Background: an optimization exercise with open tools, aiming at small area and a short achievable clock period. Do not read the settings as production practice.
No run shown here included a check of the RTL's function; only the layout flow was run.

## flow/design.v (module list and top-level ports; edited modules follow where they fit)
// module izhikevich_neuron: 952 lines
module izhikevich_neuron #(parameter DT = 16'h0100)
(
    input wire clk,
    input wire rst,
    input wire [15:0] I,
    output reg spike
);
  // ...
==> flow/flow/run.sh <==
#!/bin/bash
# Layout flow for the hand-mapped datapath.
#  1. the standard synthesis of the RTL (kept for its flip-flops: their
#     names, cell types and reset nets are reused unchanged);
#  2. flow/gen2.py, the same generator that wrote the RTL (same options, see
#     flow/gen_args), writes the same circuit mapped by hand onto sky130 cells:
#     full-adder trees and parallel-prefix adders as designed, instead of
#     Yosys/ABC's re-mapping of them;
#  3. flow/polar.py re-chooses the polarity of the full-adder cells (and picks
#     between a gate and its complement) to drop
#     redundant inverters;
#  4. the standard ORFS flow from floorplan on, with every port buffered by a
#     buf_1 cell and the make settings in flow/make_args (the timing repair's
#     setup-slack target).
# Each tool's output goes to a log file of its own in this folder.
set -euo pipefail
W=$(pwd)
R=$W/orfs/results/${FLOW_PLATFORM}/izhikevich_neuron/base
bash standard.sh synth > $W/log_synth.txt 2>&1
cp $R/1_2_yosys.v $W/netlist_standard.v
python3 $W/flow/gen2.py $(cat $W/flow/gen_args) --net $W/netlist_hand.v --std $W/netlist_standard.v > $W/log_gen2.txt 2>&1
python3 $W/flow/polar.py --gates $W/netlist_hand.v $W/netlist_polar.v > $W/log_polar.txt 2>&1
cp $W/netlist_polar.v $R/1_2_yosys.v
touch $R/1_2_yosys.v
export BUFFER_PORTS_ARGS="-buffer_cell sky130_fd_sc_hd__buf_1"
# extra make settings for the layout steps (flow/make_args, may be empty)
bash standard.sh $(cat $W/flow/make_args 2>/dev/null) finish > $W/log_finish.txt 2>&1
==> flow/flow/gen_args <==
--redq dadda --split 1 --ka bk --kb bk --hsl 1
==> flow/flow/make_args <==
SETUP_SLACK_MARGIN=5
==> flow/flow/polar.py <==
#!/usr/bin/env python3
"""Re-choose the polarity of full adders in a mapped sky130 netlist.

A full adder is self-dual: FA(~a,~b,~c) = (~sum, ~cout).  Yosys's extract_fa
leaves many inverters between adder cells; this pass removes every inverter
(except ones driving ports), chooses for each fa cell whether it works on
inverted signals, and re-inserts one inverter per signal that is still needed
in the other polarity.  Registers and all other cells are unchanged.
usage: polar.py in.v out.v
"""
import re, sys, random

GATEFLIP = '--gates' in sys.argv
if GATEFLIP:
    sys.argv.remove('--gates')
src = open(sys.argv[1]).read()
m = re.search(r'^\s*module\s+(\S+)\s*\(', src, re.M)
body_start = src.index(';', m.end()) + 1
end = src.rindex('endmodule')
body = src[body_start:end]

inst_re = re.compile(r'^\s*(sky130_fd_sc_hd__\w+)\s+(\S+)\s*\((.*?)\);\s*$', re.S | re.M)
pin_re = re.compile(r'\.(\w+)\(\s*(.*?)\s*\)\s*(?:,|$)', re.S)
OUTPINS = {'X', 'Y', 'Q', 'Q_N', 'SUM', 'COUT', 'HI', 'LO', 'GCLK'}

cells = []
decl_lines = []
pos = 0
for mm in inst_re.finditer(body):
    pre = body[pos:mm.start()]
    decl_lines.append(pre)
    pos = mm.end()
    typ, name, pins = mm.group(1), mm.group(2), mm.group(3)
    conns = [(p, n) for p, n in pin_re.findall(pins)]
    cells.append([typ, name, conns])
tail = body[pos:]
if 'assign' in ''.join(decl_lines) + tail:
    sys.exit('assign statements not supported')

out_ports = set()
for mm in re.finditer(r'^\s*output\s+(\[(\d+):(\d+)\]\s*)?(\S+?)\s*;', src[:end], re.M):
    if mm.group(1):
        hi, lo = int(mm.group(2)), int(mm.group(3))
        for i in range(min(hi, lo), max(hi, lo) + 1):
            out_ports.add(f"{mm.group(4)}[{i}]")
    else:
        out_ports.add(mm.group(4))

A_ = {'and2_1': 6.256, 'nand2_1': 3.7536, 'or2_1': 6.256, 'nor2_1': 3.7536,
      'and2b_1': 7.5072, 'nand2b_1': 6.256, 'or2b_1': 7.5072, 'nor2b_1': 6.256,
      'xor2_1': 8.7584, 'xnor2_1': 8.7584, 'a21o_1': 7.5072, 'a21oi_1': 5.0048,
      'o21a_1': 7.5072, 'o21ai_1': 5.0048, 'o21ai_0': 5.0048, 'a21bo_1': 10.0096,
      'a21boi_0': 7.5072, 'o21ba_1': 10.0096, 'o21bai_1': 7.5072}
PAIRS = [('and2_1', 'nand2_1'), ('or2_1', 'nor2_1'), ('and2b_1', 'nand2b_1'),
         ('or2b_1', 'nor2b_1'), ('xor2_1', 'xnor2_1'), ('a21o_1', 'a21oi_1'),
         ('o21a_1', 'o21ai_1'), ('o21a_1', 'o21ai_0'), ('a21bo_1', 'a21boi_0'),
         ('o21ba_1', 'o21bai_1')]
COMP = {}
for x, y in PAIRS:
    COMP.setdefault(x, y)
    COMP.setdefault(y, x)
def out_pin(t):
    return 'X' if t in ('and2_1', 'or2_1', 'and2b_1', 'or2b_1', 'xor2_1', 'a21o_1', 'o21a_1', 'a21bo_1', 'o21ba_1') else 'Y'

def is_inv(t):
    return re.fullmatch(r'sky130_fd_sc_hd__(clk)?inv_\d+', t) is not None

driver = {}
for ci, (t, n, conns) in enumerate(cells):
    for p, net in conns:
        if p in OUTPINS:
            driver[net] = (ci, p)

removable = set()
for ci, (t, n, conns) in enumerate(cells):
    if is_inv(t):
        d = dict(conns)
        if d['Y'] not in out_ports:
            removable.add(ci)

def root(net):
    par = 0
    seen = 0
    while net in driver and driver[net][0] in removable:
        ci = driver[net][0]
        net = dict(cells[ci][2])['A']
        par ^= 1
        seen += 1
        if seen > 100:
            sys.exit('inverter loop')
    return net, par

# consumers: (cell index, pin index) -> (root, parity)
fa_idx = [ci for ci, c in enumerate(cells) if c[0].startswith('sky130_fd_sc_hd__fa_')]
fa_set = set(fa_idx)
cons = {}   # root -> list of (ci, parity)
pinref = []
for ci, (t, n, conns) in enumerate(cells):
    if ci in removable:
        continue
    for k, (p, net) in enumerate(conns):
        if p in OUTPINS:
            continue
        r, par = root(net)
        pinref.append((ci, k, r, par))
        cons.setdefault(r, []).append((ci, par))
# output ports that are driven through removable inverters are protected above;
# ports driven directly are roots with a parity-0 "consumer"
for net in out_ports:
    r, par = root(net)
    assert par == 0 and r == net
    cons.setdefault(r, []).append((-1, 0))

gate_idx = []
if GATEFLIP:
    for ci, (t, n, conns) in enumerate(cells):
        short = t[len('sky130_fd_sc_hd__'):]
        if ci not in removable and short in COMP:
            gate_idx.append(ci)
gate_set = set(gate_idx)
def gdelta(ci):
    short = cells[ci][0][len('sky130_fd_sc_hd__'):]
    return A_[COMP[short]] - A_[short]
def drv_fa(r):
    d = driver.get(r)
    if d is not None and (d[0] in fa_set or d[0] in gate_set):
        return d[0]
    return None

flip = {ci: 0 for ci in fa_idx + gate_idx}
def root_cost(r):
    f = drv_fa(r)
    nat = flip[f] if f is not None else 0
    for ci, par in cons.get(r, []):
        need = par ^ (flip[ci] if ci in fa_set else 0)
        if need != nat:
            return 1
    return 0

roots_of_fa = {}
for ci in fa_idx:
    rs = set()
    for p, net in cells[ci][2]:
        if p in OUTPINS:
            rs.add(net)
        else:
            rs.add(root(net)[0])
    roots_of_fa[ci] = rs
all_roots = set(cons)
for ci in gate_idx:
    for p, net in cells[ci][2]:
        if p in OUTPINS:
            roots_of_fa[ci] = {net}
def gcost():
    return sum(gdelta(ci) / 3.7536 for ci in gate_idx if flip[ci])
def total():
    return sum(root_cost(r) for r in all_roots) + gcost()

before = len(removable)
best = total()
random.seed(1)
cur = best
best_flip = dict(flip)
for it in range(60):
    improved = True
    while improved:
        improved = False
        for ci in fa_idx + gate_idx:
            rs = roots_of_fa[ci]
            gd = gdelta(ci) / 3.7536 if ci in gate_set else 0.0
            c0 = sum(root_cost(r) for r in rs) + (gd if flip[ci] else 0.0)
            flip[ci] ^= 1
            c1 = sum(root_cost(r) for r in rs) + (gd if flip[ci] else 0.0)
            if c1 < c0:
                cur += c1 - c0
                improved = True
            else:
                flip[ci] ^= 1
    if cur < best:
        best = cur
        best_flip = dict(flip)
    flip = dict(best_flip)
    cur = best
    pool = fa_idx + gate_idx
    for ci in random.sample(pool, max(1, len(pool) // 10)):
        flip[ci] ^= 1
    cur = total()
flip = best_flip
print(f"polar: {len(fa_idx)} fa cells, {len(gate_idx)} gates, {before} inverters removed, cost {best:.2f}, "
      f"{sum(flip[c] for c in fa_idx)} fa cells and {sum(flip[c] for c in gate_idx)} gates flipped", file=sys.stderr)

def esc(n):
    return n + ' ' if n.startswith('\\') else n

# rewrite
newnets = []
invnet = {}
def inv_of(r):
    if r not in invnet:
        nn = f"_pol{len(invnet)}_"
        invnet[r] = nn
        newnets.append(nn)
    return invnet[r]
for ci, k, r, par in pinref:
    f = drv_fa(r)
    nat = flip[f] if f is not None else 0
    need = par ^ (flip[ci] if ci in fa_set else 0)
    p, net = cells[ci][2][k]
    cells[ci][2][k] = (p, r if need == nat else inv_of(r))
out = [src[:body_start]]
out.append(''.join(decl_lines).rstrip('\n') + '\n')
for nn in newnets:
    out.append(f"  wire {nn};\n")
for ci in gate_idx:
    if flip[ci]:
        t = cells[ci][0]
        short = t[len('sky130_fd_sc_hd__'):]
        nt = 'sky130_fd_sc_hd__' + COMP[short]
        op, np_ = out_pin(short), out_pin(COMP[short])
        cells[ci][0] = nt
        cells[ci][2] = [((np_ if p == op else p), net) for p, net in cells[ci][2]]
for ci, (t, n, conns) in enumerate(cells):
    if ci in removable:
        continue
    pins = ",\n".join(f"    .{p}({esc(net)})" for p, net in conns)
    out.append(f"  {t} {n} (\n{pins}\n  );\n")
for i, (r, nn) in enumerate(invnet.items()):
    out.append(f"  sky130_fd_sc_hd__inv_1 _polinv{i}_ (\n    .A({esc(r)}),\n    .Y({nn})\n  );\n")
out.append(tail)
out.append(src[end:])
open(sys.argv[2], 'w').write(''.join(out))
==> flow/standard.sh <==
#!/bin/bash
# synth_recipe.tcl (not shown) runs the flow's synth.tcl, then flattens the netlist and writes it again
# the make line also repeats each setting of config.mk as NAME=value (left out here)
make -C /OpenROAD-flow-scripts/flow DESIGN_CONFIG=/design/flow/config.mk WORK_HOME=/design/flow/orfs CLKGATE_MAP_FILE= SYNTH_SCRIPT=/design/flow/synth_recipe.tcl "${@:-finish}"
==> flow/config.mk <==
export PLATFORM = sky130hd
export DESIGN_NAME = izhikevich_neuron
export DESIGN_NICKNAME = izhikevich_neuron
export VERILOG_FILES = /design/flow/design.v
export SDC_FILE = /design/flow/constraint.sdc
export NUM_CORES = 4
export LEC_CHECK = 0
export CAP_MARGIN = 20
export CORE_MARGIN = 2
export CORE_UTILIZATION = 40
export CTS_BUF_LIST = sky130_fd_sc_hd__clkbuf_8
export CTS_CLUSTER_DIAMETER = 150
export CTS_CLUSTER_SIZE = 40
export PLACE_DENSITY = 0.6
export SLEW_MARGIN = 20
==> flow/constraint.sdc <==
create_clock -name core_clock -period 12.0 [get_ports {clk}]
set_input_delay 2.4000 -clock core_clock [delete_from_list [all_inputs] [get_ports {clk}]]
set_output_delay 2.4000 -clock core_clock [all_outputs]
set_load 0.01 [all_outputs]
Not shown: flow/flow/gen2.py
==> impl_summary.txt, run 1 <==
----------------------------------------------------
[Clock tree]
  Cts-stage hold buffer count ... 0
  Buffers inserted by post-CTS timing repair ... 0
  CTS tree ... built

[STA]
  Final sum of negative setup slack ... 0 ns
  Fin. Hold Viols ... 0
  Setup Skew ... 0.00608 ns
  Setup violators final ... 0
  Worst relative slew slack ... 58.8%

[Setup path]
  Critical Path AT ... 6.79 ns
  Start point of the critical path ... v[13]

[Cells and area]
  Final design utilization ... 45.5%
  Fin area ... 7930 sq um
  Most common cell after layout, fill and taps aside ... nand2_1

[Detailed routing]
  DRT met1 WL ... 6940 microns
  Vias per std cell ... 4.93
  Number of DRC markers in iteration 0 ... around 190

[Placement]
  Pre-CTS WS ... about 4.5 ns

[Die]
  Overall die width ... 138 microns
  Floorplan Core Area ... 17400 sq um

[GRT]
  Overall overflow remaining after global route ... 0
  Met1 Resource Use GR ... 25.1%
  Total routing resource utilization after global routing ... 18.5%

[Hold path]
  Cell count of the worst hold path ... 2
  Hold crit path type ... flip-flop to flip-flop

[Status]
  Status ... finished clean

[Logic synthesis]
  Yosys synthesis warning count ... 1
  Post-Synthesis Cells ... 768

----------------------------------------------------
==> inputs of run 2 (changes only) <==
--- a/flow/design.v
+++ b/flow/design.v
@@ -247,119 +247,119 @@
   wire fs667 = w219 ^ w495 ^ fc484;
   wire fc668 = (w219 & w495) | (w219 & fc484) | (w495 & fc484);
   wire fs674 = w492 ^ fc489 ^ fs499;
   wire fc675 = (w492 & fc489) | (w492 & fs499) | (fc489 & fs499);
   wire fs679 = fc500 ^ fc507 ^ fs511;
   wire fc680 = (fc500 & fc507) | (fc500 & fs511) | (fc507 & fs511);
   wire fs684 = fc512 ^ fs523 ^ fc519;
   wire fc685 = (fc512 & fs523) | (fc512 & fc519) | (fs523 & fc519);
-  wire fs691 = fc524 ^ fs535 ^ fc531;
-  wire fc692 = (fc524 & fs535) | (fc524 & fc531) | (fs535 & fc531);
-  wire fs698 = fc536 ^ fs549 ^ fc543;
-  wire fc699 = (fc536 & fs549) | (fc536 & fc543) | (fs549 & fc543);
-  wire fs705 = fc550 ^ fs561 ^ fc557;
-  wire fc706 = (fc550 & fs561) | (fc550 & fc557) | (fs561 & fc557);
-  wire fs712 = fc562 ^ fs573 ^ fc567;
-  wire fc713 = (fc562 & fs573) | (fc562 & fc567) | (fs573 & fc567);
-  wire fs719 = fs585 ^ fc574 ^ fc579;
-  wire fc720 = (fs585 & fc574) | (fs585 & fc579) | (fc574 & fc579);
-  wire fs726 = fc586 ^ fs597 ^ fc591;
-  wire fc727 = (fc586 & fs597) | (fc586 & fc591) | (fs597 & fc591);
-  wire fs733 = fc598 ^ fs609 ^ fc605;
-  wire fc734 = (fc598 & fs609) | (fc598 & fc605) | (fs609 & fc605);
-  wire fs740 = fc610 ^ fs621 ^ fs626;
-  wire fc741 = (fc610 & fs621) | (fc610 & fs626) | (fs621 & fs626);
-  wire fs747 = w638 ^ fc622 ^ fc627;
-  wire fc748 = (w638 & fc622) | (w638 & fc627) | (fc622 & fc627);
-  wire w751 = w28 & w68;
-  wire w754 = w28 ^ w68;
-  wire fs760 = w31 ^ w71 ^ w145;
-  wire fc761 = (w31 & w71) | (w31 & w145) | (w71 & w145);
-  wire fs767 = w111 ^ w148 ^ w644;
-  wire fc768 = (w111 & w148) | (w111 & w644) | (w148 & w644);
-  wire fs774 = w182 ^ w641 ^ fs648;
-  wire fc775 = (w182 & w641) | (w182 & fs648) | (w641 & fs648);
-  wire fs781 = w479 ^ fc649 ^ fs653;
-  wire fc782 = (w479 & fc649) | (w479 & fs653) | (fc649 & fs653);
-  wire fs788 = fc654 ^ fs483 ^ fs660;
-  wire fc789 = (fc654 & fs483) | (fc654 & fs660) | (fs483 & fs660);
-  wire fs795 = fc661 ^ fs488 ^ fs667;
-  wire fc796 = (fc661 & fs488) | (fc661 & fs667) | (fs488 & fs667);
-  wire fs800 = fs506 ^ fc668 ^ fs674;
-  wire fc801 = (fs506 & fc668) | (fs506 & fs674) | (fc668 & fs674);
-  wire fs805 = fs518 ^ fc675 ^ fs679;
-  wire fc806 = (fs518 & fc675) | (fs518 & fs679) | (fc675 & fs679);
-  wire fs812 = fc680 ^ fs530 ^ fs684;
-  wire fc813 = (fc680 & fs530) | (fc680 & fs684) | (fs530 & fs684);
-  wire fs817 = fc685 ^ fs542 ^ fs691;
-  wire fc818 = (fc685 & fs542) | (fc685 & fs691) | (fs542 & fs691);
-  wire fs822 = fs556 ^ fc692 ^ fs698;
-  wire fc823 = (fs556 & fc692) | (fs556 & fs698) | (fc692 & fs698);
-  wire fs829 = fs566 ^ fc699 ^ fs705;
-  wire fc830 = (fs566 & fc699) | (fs566 & fs705) | (fc699 & fs705);
-  wire fs836 = fs578 ^ fc706 ^ fs712;
-  wire fc837 = (fs578 & fc706) | (fs578 & fs712) | (fc706 & fs712);
-  wire fs843 = fs590 ^ fc713 ^ fs719;
-  wire fc844 = (fs590 & fc713) | (fs590 & fs719) | (fc713 & fs719);
-  wire fs850 = fs604 ^ fc720 ^ fs726;
-  wire fc851 = (fs604 & fc720) | (fs604 & fs726) | (fc720 & fs726);
-  wire fs857 = fs616 ^ fc727 ^ fs733;
-  wire fc858 = (fs616 & fc727) | (fs616 & fs733) | (fc727 & fs733);
-  wire fs864 = fc617 ^ fs740 ^ fc734;
-  wire fc865 = (fc617 & fs740) | (fc617 & fc734) | (fs740 & fc734);
-  wire fs871 = fs631 ^ fc741 ^ fs747;
-  wire fc872 = (fs631 & fc741) | (fs631 & fs747) | (fc741 & fs747);
+  wire fs689 = fc524 ^ fs535 ^ fs542;
+  wire fc690 = (fc524 & fs535) | (fc524 & fs542) | (fs535 & fs542);
+  wire fs696 = fc536 ^ fs549 ^ fc543;
+  wire fc697 = (fc536 & fs549) | (fc536 & fc543) | (fs549 & fc543);
+  wire fs703 = fc550 ^ fs561 ^ fc557;
+  wire fc704 = (fc550 & fs561) | (fc550 & fc557) | (fs561 & fc557);
+  wire fs710 = fc562 ^ fs573 ^ fc567;
+  wire fc711 = (fc562 & fs573) | (fc562 & fc567) | (fs573 & fc567);
+  wire fs717 = fs585 ^ fc574 ^ fc579;
+  wire fc718 = (fs585 & fc574) | (fs585 & fc579) | (fc574 & fc579);
+  wire fs724 = fs597 ^ fc586 ^ fc591;
+  wire fc725 = (fs597 & fc586) | (fs597 & fc591) | (fc586 & fc591);
+  wire fs731 = fc598 ^ fs609 ^ fc605;
+  wire fc732 = (fc598 & fs609) | (fc598 & fc605) | (fs609 & fc605);
+  wire fs738 = fc610 ^ fs621 ^ fs626;
+  wire fc739 = (fc610 & fs621) | (fc610 & fs626) | (fs621 & fs626);
+  wire fs745 = w638 ^ fc622 ^ fs631;
+  wire fc746 = (w638 & fc622) | (w638 & fs631) | (fc622 & fs631);
+  wire w749 = w28 & w68;
+  wire w752 = w28 ^ w68;
+  wire fs758 = w31 ^ w71 ^ w145;
+  wire fc759 = (w31 & w71) | (w31 & w145) | (w71 & w145);
+  wire fs765 = w111 ^ w148 ^ w644;
+  wire fc766 = (w111 & w148) | (w111 & w644) | (w148 & w644);
+  wire fs772 = w182 ^ w641 ^ fs648;
+  wire fc773 = (w182 & w641) | (w182 & fs648) | (w641 & fs648);
+  wire fs779 = w479 ^ fc649 ^ fs653;
+  wire fc780 = (w479 & fc649) | (w479 & fs653) | (fc649 & fs653);
+  wire fs786 = fc654 ^ fs483 ^ fs660;
+  wire fc787 = (fc654 & fs483) | (fc654 & fs660) | (fs483 & fs660);
+  wire fs793 = fs488 ^ fc661 ^ fs667;
+  wire fc794 = (fs488 & fc661) | (fs488 & fs667) | (fc661 & fs667);
+  wire fs798 = fs506 ^ fc668 ^ fs674;
+  wire fc799 = (fs506 & fc668) | (fs506 & fs674) | (fc668 & fs674);
+  wire fs803 = fs518 ^ fc675 ^ fs679;
+  wire fc804 = (fs518 & fc675) | (fs518 & fs679) | (fc675 & fs679);
+  wire fs810 = fc680 ^ fs530 ^ fs684;
+  wire fc811 = (fc680 & fs530) | (fc680 & fs684) | (fs530 & fs684);
+  wire fs817 = fc531 ^ fc685 ^ fs689;
+  wire fc818 = (fc531 & fc685) | (fc531 & fs689) | (fc685 & fs689);
+  wire fs822 = fs556 ^ fc690 ^ fs696;
+  wire fc823 = (fs556 & fc690) | (fs556 & fs696) | (fc690 & fs696);
+  wire fs829 = fs566 ^ fc697 ^ fs703;
+  wire fc830 = (fs566 & fc697) | (fs566 & fs703) | (fc697 & fs703);
+  wire fs836 = fs578 ^ fc704 ^ fs710;
+  wire fc837 = (fs578 & fc704) | (fs578 & fs710) | (fc704 & fs710);
+  wire fs843 = fs590 ^ fc711 ^ fs717;
+  wire fc844 = (fs590 & fc711) | (fs590 & fs717) | (fc711 & fs717);
+  wire fs850 = fs604 ^ fc718 ^ fs724;
+  wire fc851 = (fs604 & fc718) | (fs604 & fs724) | (fc718 & fs724);
+  wire fs857 = fs616 ^ fs731 ^ fc725;
+  wire fc858 = (fs616 & fs731) | (fs616 & fc725) | (fs731 & fc725);
+  wire fs864 = fc617 ^ fs738 ^ fc732;
+  wire fc865 = (fc617 & fs738) | (fc617 & fc732) | (fs738 & fc732);
+  wire fs871 = fc627 ^ fs745 ^ fc739;
+  wire fc872 = (fc627 & fs745) | (fc627 & fc739) | (fs745 & fc739);
   wire w875 = w22 & w65;
   wire w878 = w25 & w105;
-  wire w881 = w754 & w108;
-  wire w884 = w751 & fs760;
-  wire w887 = fc761 & fs767;
+  wire w881 = w752 & w108;
+  wire w884 = w749 & fs758;
+  wire w887 = fc759 & fs765;
   wire w890 = w22 ^ w65;
   wire w893 = w25 ^ w105;
-  wire w896 = w754 ^ w108;
-  wire w899 = w751 ^ fs760;
-  wire w902 = fc761 ^ fs767;
+  wire w896 = w752 ^ w108;
+  wire w899 = w749 ^ fs758;
+  wire w902 = fc759 ^ fs765;
   wire w905 = w890 & w62;
   wire w908 = (w896 & w878) | w881;
   wire w911 = w896 & w893;
   wire w914 = (w902 & w884) | w887;
   wire w917 = w902 & w899;
   wire w922 = (w899 & w908) | w884;
   wire w925 = w899 & w911;
   wire w928 = (w917 & w908) | w914;
   wire w931 = w917 & w911;
   wire w934 = (w893 & w875) | w878;
   wire w939 = (w911 & w875) | w908;
   wire w942 = (w925 & w875) | w922;
   wire w945 = (w931 & w875) | w928;
-  wire w948 = fc768 & fs774;
-  wire w951 = fc775 & fs781;
-  wire w954 = fc782 & fs788;
-  wire w957 = fc789 & fs795;
-  wire w960 = fc796 & fs800;
-  wire w963 = fc801 & fs805;
-  wire w966 = fc806 & fs812;
-  wire w969 = fc813 & fs817;
+  wire w948 = fc766 & fs772;
+  wire w951 = fc773 & fs779;
+  wire w954 = fc780 & fs786;
+  wire w957 = fc787 & fs793;
+  wire w960 = fc794 & fs798;
+  wire w963 = fc799 & fs803;
+  wire w966 = fc804 & fs810;
+  wire w969 = fc811 & fs817;
   wire w972 = fc818 & fs822;
   wire w975 = fc823 & fs829;
   wire w978 = fc830 & fs836;
   wire w981 = fc837 & fs843;
   wire w984 = fc844 & fs850;
   wire w987 = fc851 & fs857;
   wire w990 = fc858 & fs864;
   wire w993 = fc865 & fs871;
-  wire w996 = fc768 ^ fs774;
-  wire w999 = fc775 ^ fs781;
-  wire w1002 = fc782 ^ fs788;
-  wire w1005 = fc789 ^ fs795;
-  wire w1008 = fc796 ^ fs800;
-  wire w1011 = fc801 ^ fs805;
-  wire w1014 = fc806 ^ fs812;
-  wire w1017 = fc813 ^ fs817;
+  wire w996 = fc766 ^ fs772;
+  wire w999 = fc773 ^ fs779;
+  wire w1002 = fc780 ^ fs786;
+  wire w1005 = fc787 ^ fs793;
+  wire w1008 = fc794 ^ fs798;
+  wire w1011 = fc799 ^ fs803;
+  wire w1014 = fc804 ^ fs810;
+  wire w1017 = fc811 ^ fs817;
   wire w1020 = fc818 ^ fs822;
   wire w1023 = fc823 ^ fs829;
   wire w1026 = fc830 ^ fs836;
   wire w1029 = fc837 ^ fs843;
   wire w1032 = fc844 ^ fs850;
   wire w1035 = fc851 ^ fs857;
   wire w1038 = fc858 ^ fs864;
   wire w1041 = fc865 ^ fs871;
@@ -519,84 +519,84 @@
   wire w1493 = ~w1219;
   wire w1494 = ~w1219;
   wire fs1498 = u[0] ^ w1174 ^ I[0];
   wire fc1499 = (u[0] & w1174) | (u[0] & I[0]) | (w1174 & I[0]);
   wire fs1503 = w1180 ^ w1189 ^ fs1498;
   wire fc1504 = (w1180 & w1189) | (w1180 & fs1498) | (w1189 & fs1498);
   wire fs1508 = w1449 ^ w1177 ^ I[1];
   wire fc1509 = (w1449 & w1177) | (w1449 & I[1]) | (w1177 & I[1]);
-  wire fs1513 = w1183 ^ fc1499 ^ w1192;
-  wire fc1514 = (w1183 & fc1499) | (w1183 & w1192) | (fc1499 & w1192);
+  wire fs1513 = w1183 ^ w1192 ^ fc1499;
+  wire fc1514 = (w1183 & w1192) | (w1183 & fc1499) | (w1192 & fc1499);
   wire fs1518 = fs1508 ^ fc1504 ^ fs1513;
   wire fc1519 = (fs1508 & fc1504) | (fs1508 & fs1513) | (fc1504 & fs1513);
   wire fs1523 = v[0] ^ w1452 ^ I[2];
   wire fc1524 = (v[0] & w1452) | (v[0] & I[2]) | (w1452 & I[2]);
   wire fs1528 = w1180 ^ w1186 ^ fc1509;
   wire fc1529 = (w1180 & w1186) | (w1180 & fc1509) | (w1186 & fc1509);
-  wire fs1533 = fs1523 ^ w1195 ^ fs1528;
-  wire fc1534 = (fs1523 & w1195) | (fs1523 & fs1528) | (w1195 & fs1528);
-  wire fs1538 = fc1514 ^ fs1533 ^ fc1519;
-  wire fc1539 = (fc1514 & fs1533) | (fc1514 & fc1519) | (fs1533 & fc1519);
+  wire fs1533 = fs1523 ^ w1195 ^ fc1514;
+  wire fc1534 = (fs1523 & w1195) | (fs1523 & fc1514) | (w1195 & fc1514);
+  wire fs1538 = fs1528 ^ fs1533 ^ fc1519;
+  wire fc1539 = (fs1528 & fs1533) | (fs1528 & fc1519) | (fs1533 & fc1519);
   wire fs1543 = v[1] ^ w1455 ^ I[3];
   wire fc1544 = (v[1] & w1455) | (v[1] & I[3]) | (w1455 & I[3]);
   wire fs1548 = w1183 ^ w1189 ^ fc1524;
   wire fc1549 = (w1183 & w1189) | (w1183 & fc1524) | (w1189 & fc1524);
-  wire fs1553 = fs1543 ^ fc1529 ^ fs1548;
-  wire fc1554 = (fs1543 & fc1529) | (fs1543 & fs1548) | (fc1529 & fs1548);
-  wire fs1558 = w1198 ^ fc1534 ^ fs1553;
-  wire fc1559 = (w1198 & fc1534) | (w1198 & fs1553) | (fc1534 & fs1553);
+  wire fs1553 = fs1543 ^ fc1529 ^ w1198;
+  wire fc1554 = (fs1543 & fc1529) | (fs1543 & w1198) | (fc1529 & w1198);
+  wire fs1558 = fs1548 ^ fc1534 ^ fs1553;
+  wire fc1559 = (fs1548 & fc1534) | (fs1548 & fs1553) | (fc1534 & fs1553);
   wire fs1563 = v[2] ^ w1458 ^ I[4];
   wire fc1564 = (v[2] & w1458) | (v[2] & I[4]) | (w1458 & I[4]);
-  wire fs1568 = w1186 ^ fc1544 ^ w1192;
-  wire fc1569 = (w1186 & fc1544) | (w1186 & w1192) | (fc1544 & w1192);
-  wire fs1573 = fs1563 ^ fc1549 ^ w1201;
-  wire fc1574 = (fs1563 & fc1549) | (fs1563 & w1201) | (fc1549 & w1201);
+  wire fs1568 = w1186 ^ w1192 ^ fc1544;
+  wire fc1569 = (w1186 & w1192) | (w1186 & fc1544) | (w1192 & fc1544);
+  wire fs1573 = fs1563 ^ w1201 ^ fc1549;
+  wire fc1574 = (fs1563 & w1201) | (fs1563 & fc1549) | (w1201 & fc1549);
   wire fs1578 = fs1568 ^ fc1554 ^ fs1573;
   wire fc1579 = (fs1568 & fc1554) | (fs1568 & fs1573) | (fc1554 & fs1573);
   wire fs1583 = v[3] ^ w1461 ^ I[5];
   wire fc1584 = (v[3] & w1461) | (v[3] & I[5]) | (w1461 & I[5]);
   wire fs1588 = w1189 ^ fc1564 ^ fs1583;
   wire fc1589 = (w1189 & fc1564) | (w1189 & fs1583) | (fc1564 & fs1583);
-  wire fs1593 = w1195 ^ fc1569 ^ fs1588;
-  wire fc1594 = (w1195 & fc1569) | (w1195 & fs1588) | (fc1569 & fs1588);
-  wire fs1598 = w1204 ^ fc1574 ^ fs1593;
-  wire fc1599 = (w1204 & fc1574) | (w1204 & fs1593) | (fc1574 & fs1593);
+  wire fs1593 = w1195 ^ fc1569 ^ w1204;
+  wire fc1594 = (w1195 & fc1569) | (w1195 & w1204) | (fc1569 & w1204);
+  wire fs1598 = fs1588 ^ fc1574 ^ fs1593;
+  wire fc1599 = (fs1588 & fc1574) | (fs1588 & fs1593) | (fc1574 & fs1593);
   wire fs1603 = v[4] ^ w1464 ^ I[6];
   wire fc1604 = (v[4] & w1464) | (v[4] & I[6]) | (w1464 & I[6]);
-  wire fs1608 = fc1584 ^ w1192 ^ fs1603;
-  wire fc1609 = (fc1584 & w1192) | (fc1584 & fs1603) | (w1192 & fs1603);
-  wire fs1613 = fc1589 ^ w1198 ^ w1207;
-  wire fc1614 = (fc1589 & w1198) | (fc1589 & w1207) | (w1198 & w1207);
-  wire fs1618 = fs1608 ^ fc1594 ^ fs1613;
-  wire fc1619 = (fs1608 & fc1594) | (fs1608 & fs1613) | (fc1594 & fs1613);
+  wire fs1608 = w1192 ^ fc1584 ^ fs1603;
+  wire fc1609 = (w1192 & fc1584) | (w1192 & fs1603) | (fc1584 & fs1603);
+  wire fs1613 = w1198 ^ fc1589 ^ fs1608;
+  wire fc1614 = (w1198 & fc1589) | (w1198 & fs1608) | (fc1589 & fs1608);
+  wire fs1618 = w1207 ^ fc1594 ^ fs1613;
+  wire fc1619 = (w1207 & fc1594) | (w1207 & fs1613) | (fc1594 & fs1613);
   wire fs1623 = v[5] ^ w1467 ^ I[7];
   wire fc1624 = (v[5] & w1467) | (v[5] & I[7]) | (w1467 & I[7]);
   wire fs1628 = fc1604 ^ fs1623 ^ w1195;
   wire fc1629 = (fc1604 & fs1623) | (fc1604 & w1195) | (fs1623 & w1195);
-  wire fs1633 = w1201 ^ fc1609 ^ w1210;
-  wire fc1634 = (w1201 & fc1609) | (w1201 & w1210) | (fc1609 & w1210);
-  wire fs1638 = fs1628 ^ fc1614 ^ fs1633;
-  wire fc1639 = (fs1628 & fc1614) | (fs1628 & fs1633) | (fc1614 & fs1633);
+  wire fs1633 = w1201 ^ fc1609 ^ fs1628;
+  wire fc1634 = (w1201 & fc1609) | (w1201 & fs1628) | (fc1609 & fs1628);
+  wire fs1638 = w1210 ^ fc1614 ^ fs1633;
+  wire fc1639 = (w1210 & fc1614) | (w1210 & fs1633) | (fc1614 & fs1633);
   wire fs1643 = v[6] ^ w1470 ^ I[8];
   wire fc1644 = (v[6] & w1470) | (v[6] & I[8]) | (w1470 & I[8]);
   wire fs1648 = fc1624 ^ fs1643 ^ w1198;
   wire fc1649 = (fc1624 & fs1643) | (fc1624 & w1198) | (fs1643 & w1198);
   wire fs1653 = w1204 ^ fc1629 ^ w1213;
   wire fc1654 = (w1204 & fc1629) | (w1204 & w1213) | (fc1629 & w1213);
   wire fs1658 = fs1648 ^ fc1634 ^ fs1653;
   wire fc1659 = (fs1648 & fc1634) | (fs1648 & fs1653) | (fc1634 & fs1653);
   wire fs1663 = v[7] ^ w1473 ^ I[9];
   wire fc1664 = (v[7] & w1473) | (v[7] & I[9]) | (w1473 & I[9]);
   wire fs1668 = fc1644 ^ fs1663 ^ w1201;
   wire fc1669 = (fc1644 & fs1663) | (fc1644 & w1201) | (fs1663 & w1201);
-  wire fs1673 = w1207 ^ w1216 ^ fc1649;
-  wire fc1674 = (w1207 & w1216) | (w1207 & fc1649) | (w1216 & fc1649);
-  wire fs1678 = fs1668 ^ fc1654 ^ fs1673;
-  wire fc1679 = (fs1668 & fc1654) | (fs1668 & fs1673) | (fc1654 & fs1673);
+  wire fs1673 = w1207 ^ fs1668 ^ w1216;
+  wire fc1674 = (w1207 & fs1668) | (w1207 & w1216) | (fs1668 & w1216);
+  wire fs1678 = fc1649 ^ fc1654 ^ fs1673;
+  wire fc1679 = (fc1649 & fc1654) | (fc1649 & fs1673) | (fc1654 & fs1673);
   wire fs1683 = v[8] ^ w1476 ^ I[10];
   wire fc1684 = (v[8] & w1476) | (v[8] & I[10]) | (w1476 & I[10]);
   wire fs1688 = fc1664 ^ fs1683 ^ w1204;
   wire fc1689 = (fc1664 & fs1683) | (fc1664 & w1204) | (fs1683 & w1204);
   wire fs1695 = w1210 ^ fc1669 ^ w1494;
   wire fc1696 = (w1210 & fc1669) | (w1210 & w1494) | (fc1669 & w1494);
   wire fs1700 = fs1688 ^ fc1674 ^ fs1695;
   wire fc1701 = (fs1688 & fc1674) | (fs1688 & fs1695) | (fc1674 & fs1695);
@@ -608,45 +608,45 @@
   wire fs1719 = fs1714 ^ w1207 ^ w1213;
   wire fc1720 = (fs1714 & w1207) | (fs1714 & w1213) | (w1207 & w1213);
   wire fs1724 = fc1689 ^ fs1719 ^ fc1696;
   wire fc1725 = (fc1689 & fs1719) | (fc1689 & fc1696) | (fs1719 & fc1696);
   wire fs1731 = v[10] ^ w1482 ^ w1708;
   wire fc1732 = (v[10] & w1482) | (v[10] & w1708) | (w1482 & w1708);
   wire fs1736 = fs1731 ^ I[12] ^ fc1715;
   wire fc1737 = (fs1731 & I[12]) | (fs1731 & fc1715) | (I[12] & fc1715);
-  wire fs1741 = w1210 ^ fs1736 ^ w1216;
-  wire fc1742 = (w1210 & fs1736) | (w1210 & w1216) | (fs1736 & w1216);
+  wire fs1741 = w1210 ^ w1216 ^ fs1736;
+  wire fc1742 = (w1210 & w1216) | (w1210 & fs1736) | (w1216 & fs1736);
   wire fs1746 = fc1720 ^ fs1741 ^ fc1725;
   wire fc1747 = (fc1720 & fs1741) | (fc1720 & fc1725) | (fs1741 & fc1725);
   wire w1750 = v[11] ^ w1485;
   wire w1751 = ~w1750;
   wire w1754 = v[11] | w1485;
   wire fs1760 = w1751 ^ fc1732 ^ I[13];
   wire fc1761 = (w1751 & fc1732) | (w1751 & I[13]) | (fc1732 & I[13]);
-  wire fs1765 = fs1760 ^ fc1737 ^ w1213;
-  wire fc1766 = (fs1760 & fc1737) | (fs1760 & w1213) | (fc1737 & w1213);
-  wire fs1770 = w1493 ^ fc1742 ^ fs1765;
-  wire fc1771 = (w1493 & fc1742) | (w1493 & fs1765) | (fc1742 & fs1765);
+  wire fs1765 = fs1760 ^ w1213 ^ fc1737;
+  wire fc1766 = (fs1760 & w1213) | (fs1760 & fc1737) | (w1213 & fc1737);
+  wire fs1770 = w1493 ^ fs1765 ^ fc1742;
+  wire fc1771 = (w1493 & fs1765) | (w1493 & fc1742) | (fs1765 & fc1742);
   wire w1774 = v[12] ^ w1488;
   wire w1775 = ~w1774;
   wire w1778 = v[12] | w1488;
   wire fs1784 = w1754 ^ w1775 ^ I[14];
   wire fc1785 = (w1754 & w1775) | (w1754 & I[14]) | (w1775 & I[14]);
   wire fs1791 = fc1761 ^ fs1784 ^ w1216;
   wire fc1792 = (fc1761 & fs1784) | (fc1761 & w1216) | (fs1784 & w1216);
   wire fs1796 = fc1766 ^ fs1791 ^ fc1771;
   wire fc1797 = (fc1766 & fs1791) | (fc1766 & fc1771) | (fs1791 & fc1771);
   wire w1800 = v[13] ^ w1778;
   wire w1801 = ~w1800;
   wire w1804 = v[13] | w1778;
   wire fs1810 = w1491 ^ w1801 ^ I[15];
   wire fc1811 = (w1491 & w1801) | (w1491 & I[15]) | (w1801 & I[15]);
-  wire fs1817 = fc1785 ^ fs1810 ^ w1492;
-  wire fc1818 = (fc1785 & fs1810) | (fc1785 & w1492) | (fs1810 & w1492);
+  wire fs1817 = fs1810 ^ fc1785 ^ w1492;
+  wire fc1818 = (fs1810 & fc1785) | (fs1810 & w1492) | (fc1785 & w1492);
   wire w1821 = fc1792 & fs1817;
   wire w1824 = fc1792 ^ fs1817;
   wire w1827 = w1174 & w1183;
   wire w1830 = w1177 & w1186;
   wire w1833 = w1174 ^ w1183;
   wire w1836 = w1177 ^ w1186;
   wire w1839 = w1177 & w1174;
   wire w1842 = w1833 & w1180;
@@ -754,195 +754,193 @@
   wire fs2170 = w2116 ^ w2122 ^ w2134;
   wire fc2171 = (w2116 & w2122) | (w2116 & w2134) | (w2122 & w2134);
   wire fs2175 = u[0] ^ w2119 ^ w2125;
   wire fc2176 = (u[0] & w2119) | (u[0] & w2125) | (w2119 & w2125);
   wire fs2180 = w2137 ^ fs2175 ^ fc2171;
   wire fc2181 = (w2137 & fs2175) | (w2137 & fc2171) | (fs2175 & fc2171);
   wire fs2185 = u[1] ^ w2122 ^ w2128;
   wire fc2186 = (u[1] & w2122) | (u[1] & w2128) | (w2122 & w2128);
-  wire fs2190 = fc2176 ^ w2140 ^ fs2185;
-  wire fc2191 = (fc2176 & w2140) | (fc2176 & fs2185) | (w2140 & fs2185);
+  wire fs2190 = w2140 ^ fc2176 ^ fs2185;
+  wire fc2191 = (w2140 & fc2176) | (w2140 & fs2185) | (fc2176 & fs2185);
   wire fs2195 = u[2] ^ w2125 ^ w2131;
   wire fc2196 = (u[2] & w2125) | (u[2] & w2131) | (w2125 & w2131);
   wire fs2200 = w2143 ^ fc2186 ^ fs2195;
   wire fc2201 = (w2143 & fc2186) | (w2143 & fs2195) | (fc2186 & fs2195);
   wire fs2205 = u[3] ^ w2128 ^ w2134;
   wire fc2206 = (u[3] & w2128) | (u[3] & w2134) | (w2128 & w2134);
   wire fs2210 = w2146 ^ fc2196 ^ fs2205;
   wire fc2211 = (w2146 & fc2196) | (w2146 & fs2205) | (fc2196 & fs2205);
   wire fs2215 = u[4] ^ w2137 ^ w2131;
   wire fc2216 = (u[4] & w2137) | (u[4] & w2131) | (w2137 & w2131);
-  wire fs2220 = w2149 ^ fc2206 ^ fs2215;
-  wire fc2221 = (w2149 & fc2206) | (w2149 & fs2215) | (fc2206 & fs2215);
+  wire fs2220 = w2149 ^ fs2215 ^ fc2206;
+  wire fc2221 = (w2149 & fs2215) | (w2149 & fc2206) | (fs2215 & fc2206);
   wire fs2225 = u[5] ^ w2134 ^ w2140;
   wire fc2226 = (u[5] & w2134) | (u[5] & w2140) | (w2134 & w2140);
   wire fs2230 = w2152 ^ fc2216 ^ fs2225;
   wire fc2231 = (w2152 & fc2216) | (w2152 & fs2225) | (fc2216 & fs2225);
   wire fs2235 = u[6] ^ w2137 ^ w2143;
   wire fc2236 = (u[6] & w2137) | (u[6] & w2143) | (w2137 & w2143);
   wire fs2240 = w2155 ^ fs2235 ^ fc2226;
   wire fc2241 = (w2155 & fs2235) | (w2155 & fc2226) | (fs2235 & fc2226);
   wire w2244 = u[7] ^ w2140;
   wire w2245 = ~w2244;
   wire w2248 = u[7] | w2140;
-  wire fs2254 = w2146 ^ w2245 ^ fc2236;
-  wire fc2255 = (w2146 & w2245) | (w2146 & fc2236) | (w2245 & fc2236);
-  wire fs2261 = w2161 ^ fc2241 ^ fs2254;
-  wire fc2262 = (w2161 & fc2241) | (w2161 & fs2254) | (fc2241 & fs2254);
+  wire fs2254 = w2146 ^ w2245 ^ w2161;
+  wire fc2255 = (w2146 & w2245) | (w2146 & w2161) | (w2245 & w2161);
+  wire fs2261 = fc2236 ^ fs2254 ^ fc2241;
+  wire fc2262 = (fc2236 & fs2254) | (fc2236 & fc2241) | (fs2254 & fc2241);
   wire w2265 = u[8] ^ w2143;
   wire w2266 = ~w2265;
   wire w2269 = u[8] | w2143;
   wire fs2275 = w2149 ^ w2248 ^ w2266;
   wire fc2276 = (w2149 & w2248) | (w2149 & w2266) | (w2248 & w2266);
-  wire w2279 = fs2275 & fc2255;
-  wire w2282 = fs2275 ^ fc2255;
-  wire w2285 = u[9] ^ w2146;
-  wire w2286 = ~w2285;
-  wire w2289 = u[9] | w2146;
-  wire fs2295 = w2269 ^ w2152 ^ w2286;
-  wire fc2296 = (w2269 & w2152) | (w2269 & w2286) | (w2152 & w2286);
-  wire fs2302 = fc2276 ^ fs2295 ^ w2279;
-  wire fc2303 = (fc2276 & fs2295) | (fc2276 & w2279) | (fs2295 & w2279);
+  wire fs2282 = fs2275 ^ fc2255 ^ fc2262;
+  wire fc2283 = (fs2275 & fc2255) | (fs2275 & fc2262) | (fc2255 & fc2262);
+  wire w2286 = u[9] ^ w2146;
+  wire w2287 = ~w2286;
+  wire w2290 = u[9] | w2146;
+  wire fs2296 = w2269 ^ w2152 ^ w2287;
+  wire fc2297 = (w2269 & w2152) | (w2269 & w2287) | (w2152 & w2287);
+  wire w2300 = fc2276 & fs2296;
+  wire w2303 = fc2276 ^ fs2296;
   wire w2306 = u[10] ^ w2149;
   wire w2307 = ~w2306;
   wire w2310 = u[10] | w2149;
-  wire fs2316 = w2155 ^ w2289 ^ w2307;
-  wire fc2317 = (w2155 & w2289) | (w2155 & w2307) | (w2289 & w2307);
-  wire w2320 = fc2296 & fs2316;
-  wire w2323 = fc2296 ^ fs2316;
-  wire fs2329 = u[11] ^ w19 ^ w2310;
-  wire fc2330 = (u[11] & w19) | (u[11] & w2310) | (w19 & w2310);
-  wire fs2334 = w2152 ^ w2160 ^ fs2329;
-  wire fc2335 = (w2152 & w2160) | (w2152 & fs2329) | (w2160 & fs2329);
-  wire fs2341 = fc2317 ^ w2320 ^ fs2334;
-  wire fc2342 = (fc2317 & w2320) | (fc2317 & fs2334) | (w2320 & fs2334);
-  wire w2345 = u[12] ^ w2155;
-  wire w2346 = ~w2345;
-  wire w2349 = u[12] | w2155;
-  wire fs2355 = w2346 ^ fc2330 ^ fc2335;
-  wire fc2356 = (w2346 & fc2330) | (w2346 & fc2335) | (fc2330 & fc2335);
-  wire fs2362 = u[13] ^ w2159 ^ w2349;
-  wire fc2363 = (u[13] & w2159) | (u[13] & w2349) | (w2159 & w2349);
-  wire w2364 = ~u[14];
-  wire w2367 = u[15] ^ u[14];
-  wire w2368 = ~w2367;
-  wire w2371 = u[15] | u[14];
-  wire w2374 = w2113 & w2125;
-  wire w2377 = w2116 & w2128;
-  wire w2380 = fc2166 & fs2170;
-  wire w2383 = w2113 ^ w2125;
-  wire w2386 = w2116 ^ w2128;
-  wire w2389 = fc2166 ^ fs2170;
-  wire w2392 = w2116 & w2113;
-  wire w2395 = w2122 & w2119;
-  wire w2400 = (w2386 & w2374) | w2377;
-  wire w2403 = w2386 & w2383;
-  wire w2406 = w2389 & fs2165;
-  wire w2409 = w2119 & w2392;
-  wire w2412 = w2395 & w2392;
-  wire w2415 = fs2165 & w2400;
+  wire fs2316 = w2155 ^ w2290 ^ w2307;
+  wire fc2317 = (w2155 & w2290) | (w2155 & w2307) | (w2290 & w2307);
+  wire fs2323 = fc2297 ^ fs2316 ^ w2300;
+  wire fc2324 = (fc2297 & fs2316) | (fc2297 & w2300) | (fs2316 & w2300);
+  wire fs2330 = u[11] ^ w19 ^ w2310;
+  wire fc2331 = (u[11] & w19) | (u[11] & w2310) | (w19 & w2310);
+  wire fs2337 = w2152 ^ w2160 ^ fs2330;
+  wire fc2338 = (w2152 & w2160) | (w2152 & fs2330) | (w2160 & fs2330);
+  wire fs2344 = fc2317 ^ fs2337 ^ fc2324;
+  wire fc2345 = (fc2317 & fs2337) | (fc2317 & fc2324) | (fs2337 & fc2324);
+  wire w2348 = u[12] ^ w2155;
+  wire w2349 = ~w2348;
+  wire w2352 = u[12] | w2155;
+  wire fs2358 = w2349 ^ fc2331 ^ fc2338;
+  wire fc2359 = (w2349 & fc2331) | (w2349 & fc2338) | (fc2331 & fc2338);
+  wire fs2365 = u[13] ^ w2159 ^ w2352;
+  wire fc2366 = (u[13] & w2159) | (u[13] & w2352) | (w2159 & w2352);
+  wire w2367 = ~u[14];
+  wire w2370 = u[15] ^ u[14];
+  wire w2371 = ~w2370;
+  wire w2374 = u[15] | u[14];
+  wire w2377 = w2113 & w2125;
+  wire w2380 = w2116 & w2128;
+  wire w2383 = fc2166 & fs2170;
+  wire w2386 = w2113 ^ w2125;
+  wire w2389 = w2116 ^ w2128;
+  wire w2392 = fc2166 ^ fs2170;
+  wire w2395 = w2116 & w2113;
+  wire w2398 = w2122 & w2119;
+  wire w2403 = (w2389 & w2377) | w2380;
+  wire w2406 = w2389 & w2386;
+  wire w2409 = w2392 & fs2165;
+  wire w2412 = w2119 & w2395;
+  wire w2415 = w2398 & w2395;
   wire w2418 = fs2165 & w2403;
-  wire w2423 = (w2406 & w2400) | w2380;
-  wire w2426 = w2406 & w2403;
-  wire w2429 = w2383 & w2412;
-  wire w2432 = w2403 & w2412;
-  wire w2435 = w2418 & w2412;
-  wire w2438 = w2426 & w2412;
-  wire w2441 = fc2181 & fs2190;
-  wire w2444 = fc2191 & fs2200;
-  wire w2447 = fc2201 & fs2210;
-  wire w2450 = fc2211 & fs2220;
-  wire w2453 = fc2221 & fs2230;
-  wire w2456 = fc2231 & fs2240;
-  wire w2459 = fc2262 & w2282;
-  wire w2462 = fc2303 & w2323;
-  wire w2465 = fc2342 & fs2355;
-  wire w2468 = fc2356 & fs2362;
-  wire w2471 = fc2363 & w2364;
+  wire w2421 = fs2165 & w2406;
+  wire w2426 = (w2409 & w2403) | w2383;
+  wire w2429 = w2409 & w2406;
+  wire w2432 = w2386 & w2415;
+  wire w2435 = w2406 & w2415;
+  wire w2438 = w2421 & w2415;
+  wire w2441 = w2429 & w2415;
+  wire w2444 = fc2181 & fs2190;
+  wire w2447 = fc2191 & fs2200;
+  wire w2450 = fc2201 & fs2210;
+  wire w2453 = fc2211 & fs2220;
+  wire w2456 = fc2221 & fs2230;
+  wire w2459 = fc2231 & fs2240;
+  wire w2462 = fc2283 & w2303;
+  wire w2465 = fc2345 & fs2358;
+  wire w2468 = fc2359 & fs2365;
+  wire w2471 = fc2366 & w2367;
   wire w2474 = fc2181 ^ fs2190;
   wire w2477 = fc2191 ^ fs2200;
   wire w2480 = fc2201 ^ fs2210;
   wire w2483 = fc2211 ^ fs2220;
   wire w2486 = fc2221 ^ fs2230;
   wire w2489 = fc2231 ^ fs2240;
-  wire w2492 = fc2262 ^ w2282;
-  wire w2495 = fc2303 ^ w2323;
-  wire w2498 = fc2342 ^ fs2355;
-  wire w2501 = fc2356 ^ fs2362;
-  wire w2504 = fc2363 ^ w2364;
-  wire w2507 = fs2180 & w2423;
-  wire w2512 = (w2477 & w2441) | w2444;
-  wire w2515 = w2477 & w2474;
-  wire w2520 = (w2483 & w2447) | w2450;
-  wire w2523 = w2483 & w2480;
-  wire w2528 = (w2489 & w2453) | w2456;
-  wire w2531 = w2489 & w2486;
-  wire w2534 = w2492 & fs2261;
-  wire w2537 = w2495 & fs2302;
-  wire w2540 = w2498 & fs2341;
-  wire w2543 = (w2504 & w2468) | w2471;
-  wire w2546 = w2504 & w2501;
-  wire w2549 = (w2515 & w2507) | w2512;
-  wire w2554 = (w2531 & w2520) | w2528;
-  wire w2557 = w2531 & w2523;
-  wire w2562 = (w2537 & w2459) | w2462;
-  wire w2565 = w2537 & w2534;
-  wire w2568 = (w2546 & w2465) | w2543;
-  wire w2571 = w2546 & w2540;
-  wire w2574 = (w2557 & w2549) | w2554;
-  wire w2579 = (w2571 & w2562) | w2568;
-  wire w2582 = w2571 & w2565;
-  wire w2585 = (w2582 & w2574) | w2579;
-  wire w2590 = (w2565 & w2574) | w2562;
-  wire w2595 = (w2523 & w2549) | w2520;
-  wire w2598 = (w2534 & w2574) | w2459;
-  wire w2601 = (w2540 & w2590) | w2465;
-  wire w2606 = (w2474 & w2507) | w2441;
-  wire w2609 = (w2480 & w2549) | w2447;
-  wire w2614 = (w2486 & w2595) | w2453;
-  wire w2617 = fs2261 & w2574;
-  wire w2620 = fs2302 & w2598;
-  wire w2623 = fs2341 & w2590;
-  wire w2626 = (w2501 & w2601) | w2468;
-  wire w2629 = w2368 & w2585;
-  wire w2632 = fs2180 ^ w2423;
-  wire w2635 = w2474 ^ w2507;
-  wire w2638 = w2477 ^ w2606;
-  wire w2641 = w2480 ^ w2549;
-  wire w2644 = w2483 ^ w2609;
-  wire w2647 = w2486 ^ w2595;
-  wire w2650 = w2489 ^ w2614;
-  wire w2653 = fs2261 ^ w2574;
-  wire w2656 = w2492 ^ w2617;
-  wire w2659 = fs2302 ^ w2598;
-  wire w2662 = w2495 ^ w2620;
-  wire w2665 = fs2341 ^ w2590;
-  wire w2668 = w2498 ^ w2623;
-  wire w2671 = w2501 ^ w2601;
-  wire w2674 = w2504 ^ w2626;
-  wire w2677 = w2368 ^ w2585;
-  wire w2680 = ~w19 & w2064;
-  wire w2683 = ~w19 & w2067;
-  wire w2686 = ~w19 & w2070;
-  wire w2689 = ~w19 & w2073;
-  wire w2692 = ~w19 & w2076;
-  wire w2695 = ~w19 & w2079;
-  wire w2698 = ~w19 & w2082;
-  wire w2701 = ~w19 & w2085;
-  wire w2704 = w19 | w2088;
-  wire w2707 = w19 | w2091;
-  wire w2710 = w19 | w2094;
-  wire w2713 = w19 | w2097;
-  wire w2716 = w19 | w2100;
-  wire w2719 = w19 | w2103;
-  wire w2722 = ~w19 & w2106;
-  wire w2725 = w19 | w2109;
-    wire [15:0] v_next = {w2725, w2722, w2719, w2716, w2713, w2710, w2707, w2704, w2701, w2698, w2695, w2692, w2689, w2686, w2683, w2680};
-    wire [15:0] u_next = {w2677, w2674, w2671, w2668, w2665, w2662, w2659, w2656, w2653, w2650, w2647, w2644, w2641, w2638, w2635, w2632};
+  wire w2492 = fc2283 ^ w2303;
+  wire w2495 = fc2345 ^ fs2358;
+  wire w2498 = fc2359 ^ fs2365;
+  wire w2501 = fc2366 ^ w2367;
+  wire w2504 = fs2180 & w2426;
+  wire w2509 = (w2477 & w2444) | w2447;
+  wire w2512 = w2477 & w2474;
+  wire w2517 = (w2483 & w2450) | w2453;
+  wire w2520 = w2483 & w2480;
+  wire w2525 = (w2489 & w2456) | w2459;
+  wire w2528 = w2489 & w2486;
+  wire w2531 = fs2282 & fs2261;
+  wire w2534 = fs2323 & w2462;
+  wire w2537 = fs2323 & w2492;
+  wire w2540 = w2495 & fs2344;
+  wire w2543 = (w2501 & w2468) | w2471;
+  wire w2546 = w2501 & w2498;
+  wire w2549 = (w2512 & w2504) | w2509;
+  wire w2554 = (w2528 & w2517) | w2525;
+  wire w2557 = w2528 & w2520;
+  wire w2560 = w2537 & w2531;
+  wire w2565 = (w2546 & w2465) | w2543;
+  wire w2568 = w2546 & w2540;
+  wire w2571 = (w2557 & w2549) | w2554;
+  wire w2574 = (w2568 & w2534) | w2565;
+  wire w2577 = w2568 & w2560;
+  wire w2582 = (w2577 & w2571) | w2574;
+  wire w2585 = (w2560 & w2571) | w2534;
+  wire w2590 = (w2520 & w2549) | w2517;
+  wire w2593 = w2531 & w2571;
+  wire w2596 = (w2540 & w2585) | w2465;
+  wire w2601 = (w2474 & w2504) | w2444;
+  wire w2604 = (w2480 & w2549) | w2450;
+  wire w2609 = (w2486 & w2590) | w2456;
+  wire w2612 = fs2261 & w2571;
+  wire w2615 = (w2492 & w2593) | w2462;
+  wire w2618 = fs2344 & w2585;
+  wire w2623 = (w2498 & w2596) | w2468;
+  wire w2626 = w2371 & w2582;
+  wire w2629 = fs2180 ^ w2426;
+  wire w2632 = w2474 ^ w2504;
+  wire w2635 = w2477 ^ w2601;
+  wire w2638 = w2480 ^ w2549;
+  wire w2641 = w2483 ^ w2604;
+  wire w2644 = w2486 ^ w2590;
+  wire w2647 = w2489 ^ w2609;
+  wire w2650 = fs2261 ^ w2571;
+  wire w2653 = fs2282 ^ w2612;
+  wire w2656 = w2492 ^ w2593;
+  wire w2659 = fs2323 ^ w2615;
+  wire w2662 = fs2344 ^ w2585;
+  wire w2665 = w2495 ^ w2618;
+  wire w2668 = w2498 ^ w2596;
+  wire w2671 = w2501 ^ w2623;
+  wire w2674 = w2371 ^ w2582;
+  wire w2677 = ~w19 & w2064;
+  wire w2680 = ~w19 & w2067;
+  wire w2683 = ~w19 & w2070;
+  wire w2686 = ~w19 & w2073;
+  wire w2689 = ~w19 & w2076;
+  wire w2692 = ~w19 & w2079;
+  wire w2695 = ~w19 & w2082;
+  wire w2698 = ~w19 & w2085;
+  wire w2701 = w19 | w2088;
+  wire w2704 = w19 | w2091;
+  wire w2707 = w19 | w2094;
+  wire w2710 = w19 | w2097;
+  wire w2713 = w19 | w2100;
+  wire w2716 = w19 | w2103;
+  wire w2719 = ~w19 & w2106;
+  wire w2722 = w19 | w2109;
+    wire [15:0] v_next = {w2722, w2719, w2716, w2713, w2710, w2707, w2704, w2701, w2698, w2695, w2692, w2689, w2686, w2683, w2680, w2677};
+    wire [15:0] u_next = {w2674, w2671, w2668, w2665, w2662, w2659, w2656, w2653, w2650, w2647, w2644, w2641, w2638, w2635, w2632, w2629};
     always @(posedge clk or posedge rst) begin
         if (rst) begin
             v <= 16'hBF00;
             u <= 16'h0000;
             spike <= 1'b0;
         end else begin
             v <= v_next;
             u <= u_next;
==> flow/flow/gen_args (replaced) <==
--redq dadda --split 1 --ka bk --kb bk --dcc 0.42 --dsc 0.45
==> run 2 against run 1 <==
Effect of this change:
- worst setup slack got worse by 0.034 ns
- still clean on timing, DRC and antenna
- synthesized cell count unchanged
- critical path type unchanged
- via count increased by 0.69%
- highest routed layer unchanged
- global-route usage decreased by 0.97 points
- register-to-register slack got worse by 0.03 ns
==> impl_summary.txt, run 2 <==
----------------------------------------------------
[Hold path]
  Start point of the worst min-delay path ... u[15]
  Hold crit path type ... flip-flop to flip-flop

[Clock tree]
  Num Clock Sinks ... 33
  Level count of the clock H-tree ... 2
  TritonCTS Buffers ... 5
  CTS tree ... built
  Clock-pin slew on the worst setup and hold paths ... ~0.070 ns
  Maximum number of buffers from clock root to sink ... 2
  Clock latency at the later pin of the worst-skew pair ... 0.30 ns
  CTS Root Buffer Type ... clkbuf_8

[STA]
  Part of the cycle the worst path needs ... between 50% and 60%
  Maximum clock frequency ... 152 MHz
  Final sum of negative setup slack ... 0 ns (unchanged)
  Final slew viol count ... 0
  Actual transition at the worst max-transition pin ... 0.633 ns
  Shortest period the worst path allows ... approximately 6.6 ns
  Worst setup margin ... 5.40 ns
  Fin. Hold Viols ... 0 (unchanged)
  Hold slack ... approximately 0.62 ns
  Setup violators final ... 0 (unchanged)
  Setup repair after global routing missed its margin ... no
  Worst relative slew slack ... 57.5% (-1.3 points)
  Setup Skew ... 0.00683 ns (+0.000744 ns)

[Detailed routing]
  Post-DRT Antenna Nets ... 0
  Initial DRT Pass Iterations ... 4
  Vias per std cell ... 4.94 (+0.20%)
  WL/cell ... ~15 microns
  Total Routed Length ... 15500 microns
  Via Count ... 5102
  Post-detailed-route DRC marker count ... 0
  Number of DRC markers in iteration 0 ... 172 (-8.5%)

[Setup path]
  Critical Path AT ... 6.83 ns (+0.04 ns)
  CP bufs+invs ... 1
  Critical Path Most Common Cell ... fa_1
  Critical path endpoint category ... flip-flop
  WS Path Type ... flip-flop to flip-flop
  CP max stage cell ... dfstp_4
  Required time of the worst setup path ... 12.23 ns
  Category of the worst setup path launch point ... flip-flop
  Top cell family by delay on the critical path ... adder cells
  Launching point of the worst reg2reg path ... v[13]
  Ordered list of cells on the worst path ... nand2_1 > fa_1 > fa_1 > fa_1 > fa_1 > xor2_2 > nand2_1 > o21ai_2 > xor2_2 > fa_1 > fa_1 > fa_1 > xor2_1 > nand2_1 > nor2_1 > inv_1 > o21ai_2 > a21oi_1 > o21ai_1 > xor2_1 > nor2b_1
  Start point of the critical path ... v[13]
  Largest stage delay, worst path ... 0.72 ns
  Worst-path fanout max ... 14

[GRT]
  Initial antenna violation count ... 0
  Wire length of the first global-routing pass ... roughly 27000 microns
  Overall overflow remaining after global route ... 0 (unchanged)
  Vias in the first global route ... 5543
  Total routing resource utilization after global routing ... 17.6% (-0.97 points)
  Pin count of the biggest net entering global routing ... 35

[Die]
  Floorplan Core Area ... 17800 sq um (+2.1%)
  I/O pin count ... 19
  Die height ... 138 microns
  Area of the die ... 19100 sq um
  Overall die width ... 138 microns (+0.12%)
  Initial Util ... 40.5%
  Placement row count ... 49

[Logic synthesis]
  Post-synthesis instance area ... 7190 sq um
  Post-Synthesis Cells ... 768 (unchanged)
  Synth Area per Inst ... about 9.4 sq um
  Yosys synthesis warning count ... 1 (unchanged)
  Number of nets in the synthesized netlist ... about 940

[Placement]
  Port Buf Inserts ... 18
  Area of placed instances ... 7570 sq um
  GP Congestion ... a little over 0.8
  Post-DP HPWL ... 12300 microns
  Pre-CTS WS ... 4.66 ns (+0.154 ns)

[Cells and area]
  Net count of the finished layout ... a little under 1000
  Fraction of final layout cells with drive strength greater than 1 ... 6.48%
  Area overhead of the layout relative to synthesis ... 9.55%
  Fin area ... 7880 sq um (-0.58%)
  Most common cell after layout, fill and taps aside ... nand2_1
  Most frequent cells in the layout ... 157 x nand2_1, 152 x fa_1, 78 x xnor2_1, 65 x nor2b_1, 60 x inv_1
  Antenna diode instance count ... 0
  Largest regs ... u x16, v x16, spike x1

[Flow run]
  Number of maximum-capacitance constraint violations ... 0

[Status]
  Status ... finished clean

----------------------------------------------------
-- run 2: cell type report --
| type | count | area (sq um) |
|---|---|---|
| Clock inverter | 2 | 7.51 |
| Sequential cell | 33 | 876 |
| Clock buffer | 6 | 82.6 |
| Fill cell | 1741 | 9900 |
| Timing Repair Buffer | 27 | 135 |
| Multi-Input combinational cell | 677 | 6270 |
| Tap cell | 229 | 287 |
| Inverter | 58 | 218 |
-- run 2: per-layer routing --
metal	vias up	GRT usage, %	wire length (microns)
li1	2423	-	-
met1	2625	24.6	7240
met2	43	30.5	7870
met3	11	1.97	309
met5	-	0	0
met4	0	2.20	114
-- run 2: tightest hold or removal path, stage by stage, from the launching register on --
cell     delay [ns]
dfrtp_1        0.37
xor2_1         0.09
xnor2_1        0.12
-- run 2: worst paths after layout --
path	end	slack, ns	depth (start not counted)
max in group asynchronous	v[5]	9.47	3
min	u[15]	0.62	2
max reg2reg	v[14]	5.40	21
min reg2reg	u[15]	0.62	2
min in group asynchronous	u[5]	2.17	3
max	v[14]	5.40	21
-- run 2: metrics by stage --
step	util [%]	std cells
6_report	44.3	1032
5_1_grt	44.3	1032
4_1_cts	43.3	1026
3_5_place_dp	42.6	1018
3_3_place_gp	42.6	1018
2_1_floorplan	-	768
-- run 2: timing repair --
action,4_1_cts,5_1_grt
pin swaps,0,3
setup endpoints to repair,8,8
hold buffers,0,0
buffers inserted,0,6
resized for setup,12,28

-- what the ideal ports hide --
The flow's constraints put no driver on any port. The routed layouts listed below were extracted and timed again, unchanged, in two steps.
Step 1 sets driving cells, clkbuf_16 on the clock port and buf_2 on the other inputs (assumed; they add their load-dependent delay and slew).
Step 2 also shifts input and output timing later by t, the mid clock arrival at the registers, as if the neighbouring blocks saw the same clock.
a / b / c = ideal / step 1 / step 2; a / b = the first two.
run	shift t [ns]	setup WS [ns]	hold WS [ns]	clock arrival spread, ns
run 1	0.326	5.434 / 5.434 / 5.434	0.635 / 0.635 / 0.635	0.006 / 0.006
run 2	0.332	5.400 / 5.400 / 5.400	0.618 / 0.618 / 0.618	0.007 / 0.007
After both steps setup and hold are still met in every run listed.
